From an optimization exercise on the open Yosys and OpenROAD flow, aimed at small area and a short achievable clock period; shortcuts taken in it are not production practice.

==> flow/design.v <==
module video_uut (
    input  wire         clk_i       ,
    input  wire         cen_i       ,
    input  wire         rst_i       ,
    input  wire         vid_sel_i   ,
    input  wire [23:0]  vid_rgb_i   ,
    input  wire [1:0]   vh_blank_i  ,
    input  wire [2:0]   dvh_sync_i  ,
    output wire [2:0]   dvh_sync_o  ,
    output wire [23:0]  vid_rgb_o
);
    localparam [1:0] S_IDLE = 2'd0, S_ATTACK = 2'd1, S_HOLD = 2'd2, S_DECAY = 2'd3;
    reg [23:0] vid_rgb_d1;     
    reg        draw_d1;        
    reg        bg_d1;          
    reg [2:0]  dvh_sync_d1;
    reg [11:0] x_cnt, y_cnt;    
    reg        prev_de, prev_vs;
    reg [1:0]  state;
    reg [7:0]  timer;
    reg [3:0]  amp, tamp;
    reg        spd;            
    reg [15:0] lfsr;
    reg [12:0] phase;          
    reg [4:0]  freq_1, freq_2;
    reg [12:0] acc_1, acc_2;   
    reg [12:0] base_1, base_2; 
    reg [3:0]  bsel;           
    function [12:0] add13(input [12:0] a, input [12:0] b);
        integer i; reg c;
        begin
            c = 1'b0;
            for (i = 0; i < 13; i = i + 1) begin
                add13[i] = a[i] ^ b[i] ^ c;
                c = (a[i] & b[i]) | (c & (a[i] ^ b[i]));
            end
        end
    endfunction
    function [12:0] addf(input [12:0] a, input [4:0] f);
        integer i; reg c;
        begin
            c = 1'b0;
            for (i = 0; i < 5; i = i + 1) begin
                addf[i] = a[i] ^ f[i] ^ c;
                c = (a[i] & f[i]) | (c & (a[i] ^ f[i]));
            end
            for (i = 5; i < 13; i = i + 1) begin
                addf[i] = a[i] ^ c;
                c = a[i] & c;
            end
        end
    endfunction
    wire [6:0]  t_1 = acc_1[11:5] ^ {7{acc_1[12]}};
    wire [6:0]  t_2 = acc_2[11:5] ^ {7{acc_2[12]}};
    wire [7:0]  sum = t_1 + t_2;                  
    reg        a1_en, a2_en, a2, a2_neg;
    reg  [1:0] a1;
    wire [10:0] term1 = a1_en ? ({3'b0, sum} << a1) : 11'd0;
    wire        add1 = a2_en & ~a2_neg;
    wire [14:0] kc  = ~{4'b0, 11'd1072 | {8'd0, lfsr[1:0], 1'b0}} + 15'd2 + {14'b0, add1} + {4'b0, amp, 7'b0};
    wire [14:0] op2 = ~{4'b0, term1};
    wire [14:0] op3 = ~a2_en ? 15'd0 : a2_neg ? {7'b0, sum} : a2 ? ~{6'b0, sum, 1'b0} : ~{7'b0, sum};
    wire        fix = sum[7] & sum[0] & amp[0];
    wire [14:0] ypre = {2'b0, y_cnt, 1'b0} + kc;
    wire [14:0] cs_s = ypre ^ op2 ^ op3;
    wire [14:0] cs_c = {(ypre[13:0] & op2[13:0]) | (ypre[13:0] & op3[13:0]) | (op2[13:0] & op3[13:0]), fix};
    wire [4:0]  lo  = {1'b0, cs_s[3:0]} + {1'b0, cs_c[3:0]};
    wire [10:0] hx  = cs_s[14:4] ^ cs_c[14:4];
    wire [10:0] ho  = cs_s[14:4] | cs_c[14:4];
    wire        hi_zero = ((hx[0] == lo[4])) & (hx[10:1] == ho[9:0]);
    wire [2:0]  dv = lo[3:1];
    wire draw = hi_zero & (lo[3:0] <= 4'd11) & ((y_cnt[11:3] != 0) | (y_cnt[2:0] >= dv));
    wire t_zero = (timer == 8'd0);
    wire lt = amp < tamp;
    wire gt = tamp < amp;
    wire st_idle = (state == S_IDLE), st_att = (state == S_ATTACK), st_hold = (state == S_HOLD), st_dec = (state == S_DECAY);
    wire hold_run = st_hold & ~t_zero;
    wire amp_low  = (amp[3:1] == 3'd0);                   
    wire glitch_c = hold_run & (lfsr[1:0] == 2'b11);
    wire tamp_inc = hold_run & (lfsr[2:0] == 3'b000) & (tamp < 4'd10);
    wire tamp_dec = hold_run & (lfsr[2:0] == 3'b111) & (tamp > 4'd3);
    wire [3:0] tamp_pick = (lfsr[3:0] < 4'd4) ? 4'd5 : (lfsr[3:0] > 4'd10) ? 4'd10 : lfsr[3:0];
    wire go_c = st_idle & t_zero;
    wire tamp_we = go_c | tamp_inc | tamp_dec;
    wire [3:0] tamp_nxt = go_c ? tamp_pick : tamp + (tamp_inc ? 4'd1 : 4'd15);
    wire amp_up2 = st_att & lt;
    wire amp_we  = amp_up2 | (hold_run & (lt | gt)) | st_dec;
    wire [3:0] amp_step = amp_up2 ? 4'd2 : (st_hold & lt) ? 4'd1 : 4'd15;
    wire [3:0] amp_nxt = (st_dec & amp_low) ? 4'd0 : amp + amp_step;
    wire timer_ld_h = st_att & ~lt;
    wire timer_ld_i = st_dec & amp_low;
    wire timer_we = timer_ld_h | timer_ld_i | ((st_idle | st_hold) & ~t_zero);
    wire [7:0] timer_nxt = timer_ld_h ? {1'b0, lfsr[4:0], 2'b00} : timer_ld_i ? {lfsr[5:0], 2'b00} : timer - 8'd1;
    reg  [1:0] st_nxt;
    always @* begin
        st_nxt = state;
        if (go_c) st_nxt = S_ATTACK;
        if (timer_ld_h) st_nxt = S_HOLD;
        if (st_hold & t_zero) st_nxt = S_DECAY;
        if (timer_ld_i) st_nxt = S_IDLE;
    end
    wire vs_rise  = dvh_sync_i[1] & ~prev_vs;
    wire upd      = vs_rise & spd;
    wire go       = upd & go_c;
    wire glitch   = upd & glitch_c;
    wire [4:0] f1_new = {1'b0, lfsr[3:0]} + 5'd10;
    wire [4:0] f2_new = {1'b0, lfsr[7:4]} + 5'd14;
    wire        stepping = |bsel;
    wire [12:0] b1_sum = (stepping ? {base_1[11:0], 1'b0} : base_1) + (phase & {13{~stepping | (|(bsel & freq_1[3:0]))}});
    wire [12:0] b2_sum = {base_2[11:0], 1'b0} + (phase & {13{|(bsel & freq_2[3:0])}});
    wire        f31    = &freq_1;                       
    wire [12:0] b1_glt = f31 ? 13'd0 : b1_sum;
    wire [12:0] b1_ld  = go_c ? (lfsr[12:0] & {13{f1_new[4]}}) : glitch_c ? b1_glt : b1_sum;
    wire [12:0] b2_ld  = go_c ? (lfsr[12:0] & {13{f2_new[4]}}) : b2_sum;
    wire [12:0] bb1 = stepping ? b1_sum : base_1;
    wire [12:0] bb2 = stepping ? b2_sum : base_2;
    wire x_last = (x_cnt == 12'h800);
    wire x_fb   = x_cnt[11] ^ x_cnt[10] ^ x_cnt[9] ^ x_cnt[3] ^ (x_cnt[10:0] == 11'd0);
    wire x_rst = dvh_sync_i[1] | (~dvh_sync_i[2] & prev_de) | (dvh_sync_i[2] & x_last);
    wire x_inc = ~dvh_sync_i[1] & dvh_sync_i[2];
    always @(posedge clk_i) begin
        if (rst_i) begin
            state <= S_IDLE; timer <= 0; amp <= 0; tamp <= 0; spd <= 0;
            a1_en <= 0; a1 <= 0; a2_en <= 0; a2 <= 0; a2_neg <= 0;
            lfsr <= 16'hACE1;
            y_cnt <= 0; prev_de <= 0; prev_vs <= 0;
            vid_rgb_d1 <= 0; draw_d1 <= 0; bg_d1 <= 1; dvh_sync_d1 <= 0;
        end else if (cen_i) begin
            lfsr <= {lfsr[14:0], lfsr[15] ^ lfsr[13] ^ lfsr[12] ^ lfsr[10]};
            prev_vs <= dvh_sync_i[1];
            if (vs_rise) begin
                spd <= ~spd;
                if (spd) begin
                    state <= st_nxt;
                    if (timer_we) timer <= timer_nxt;
                    if (amp_we) begin
                        amp    <= amp_nxt;
                        a1_en  <= (amp_nxt != 4'd0);
                        a1     <= (amp_nxt >= 4'd7) ? 2'd3 : (amp_nxt >= 4'd4) ? 2'd2 : (amp_nxt >= 4'd2) ? 2'd1 : 2'd0;
                        a2_en  <= ~((amp_nxt == 4'd0) | (amp_nxt == 4'd1) | (amp_nxt == 4'd2) | (amp_nxt == 4'd4) | (amp_nxt == 4'd8));
                        a2     <= (amp_nxt == 4'd6) | (amp_nxt >= 4'd10);
                        a2_neg <= (amp_nxt == 4'd7);
                    end
                    if (tamp_we)  tamp  <= tamp_nxt;
                end
            end
            prev_de <= dvh_sync_i[2];
            if (dvh_sync_i[1]) y_cnt <= 0;
            else if (~dvh_sync_i[2] & prev_de) y_cnt <= y_cnt + 1;
            draw_d1    <= draw;
            bg_d1      <= ~draw;
            vid_rgb_d1 <= vid_sel_i ? 24'h0 : vid_rgb_i;
            dvh_sync_d1 <= dvh_sync_i;
        end
    end
    always @(posedge clk_i) begin
        if (cen_i) begin
            if (go | stepping | glitch) base_1 <= b1_ld;
            if (go | stepping) base_2 <= b2_ld;
            if (go) bsel <= 4'b1000;
            else bsel <= {1'b0, bsel[3:1]};
            if (go) begin
                phase  <= lfsr[12:0];
                freq_1 <= f1_new;
                freq_2 <= f2_new;
            end else if (glitch) freq_1 <= freq_1 + 1;
            if (x_rst) begin
                x_cnt <= 0; acc_1 <= glitch ? b1_glt : bb1; acc_2 <= bb2;
            end else if (x_inc) begin
                x_cnt <= {x_cnt[10:0], x_fb}; acc_1 <= addf(acc_1, freq_1); acc_2 <= addf(acc_2, freq_2);
            end
        end
    end
    assign dvh_sync_o = dvh_sync_d1;
    assign vid_rgb_o  = {vid_rgb_d1[23:16] & {8{bg_d1}}, vid_rgb_d1[15:8] | {8{draw_d1}},
                         vid_rgb_d1[7:0] & {8{bg_d1}}};
endmodule
clock: 14.0 ns
lec_check: 0
cap_margin: 20
core_margin: 2
core_utilization: 40
cts_buf_list: sky130_fd_sc_hd__clkbuf_4 sky130_fd_sc_hd__clkbuf_8
slew_margin: 20
standard.sh (not shown) runs the stock make flow with config.mk's settings and CLKGATE_MAP_FILE= SYNTH_SCRIPT=/design/flow/synth_recipe.tcl, a recipe that flattens the netlist after the stock synthesis.
==> flow/flow/run.sh <==
#!/bin/bash
# Standard ORFS layout, with timing repair aiming at extra setup slack so that
# the achieved period (not only the 14 ns clock) is optimised, and plain buf_2
# cells (instead of delay buffers) as the port buffers.
set -euo pipefail
bash standard.sh finish SETUP_SLACK_MARGIN=9.5 "BUFFER_PORTS_ARGS=-buffer_cell sky130_fd_sc_hd__buf_2" > flow_make.log 2>&1
Next try:
Settings changed: TNS_END_PERCENT set to 0.
Effect:
- The changed run completed without violations
- wire length goes up by 0.33%
- setup slack is worse by 0.12 ns
- clock skew barely changes
- maximum frequency falls by 2.6%
- register-to-register slack got worse by 0.12 ns
- global-route usage barely changes
- sequential share of layout area goes down by 0.13 points
Function was not checked in any run of this note: the RTL went through the layout flow alone.

[port drivers added, routing unchanged]
The flow's constraints put no driver on any port. The routed layouts listed below were extracted and timed again, unchanged, in two steps.
Step 1 assumes that a clkbuf_16 drives the clock port and a buf_2 every other input.
Step 2 times the ports against the registers' clock, not the clock port: input delays grow and output delays shrink by t, the midpoint of the rising clock arrivals with the driver on.
Three values: ideal ports, drivers, drivers and shift; two values: the first two.
run | t (ns) | slack for setup (ns) | hold slack, ns | slew at the worst register clock pin (ns)
the first run | 0.506 | 9.409 / 9.409 / 9.102 | 0.485 / 0.485 / 0.485 | 0.11 / 0.11
the second run | 0.502 | 9.288 / 9.292 / 8.807 | 0.486 / 0.486 / 0.486 | 0.11 / 0.11
After both steps every run listed still meets setup and hold. For the second run, which loses most, drivers alone change the setup slack by +0.004 ns; drivers and shift together by -0.481 ns.
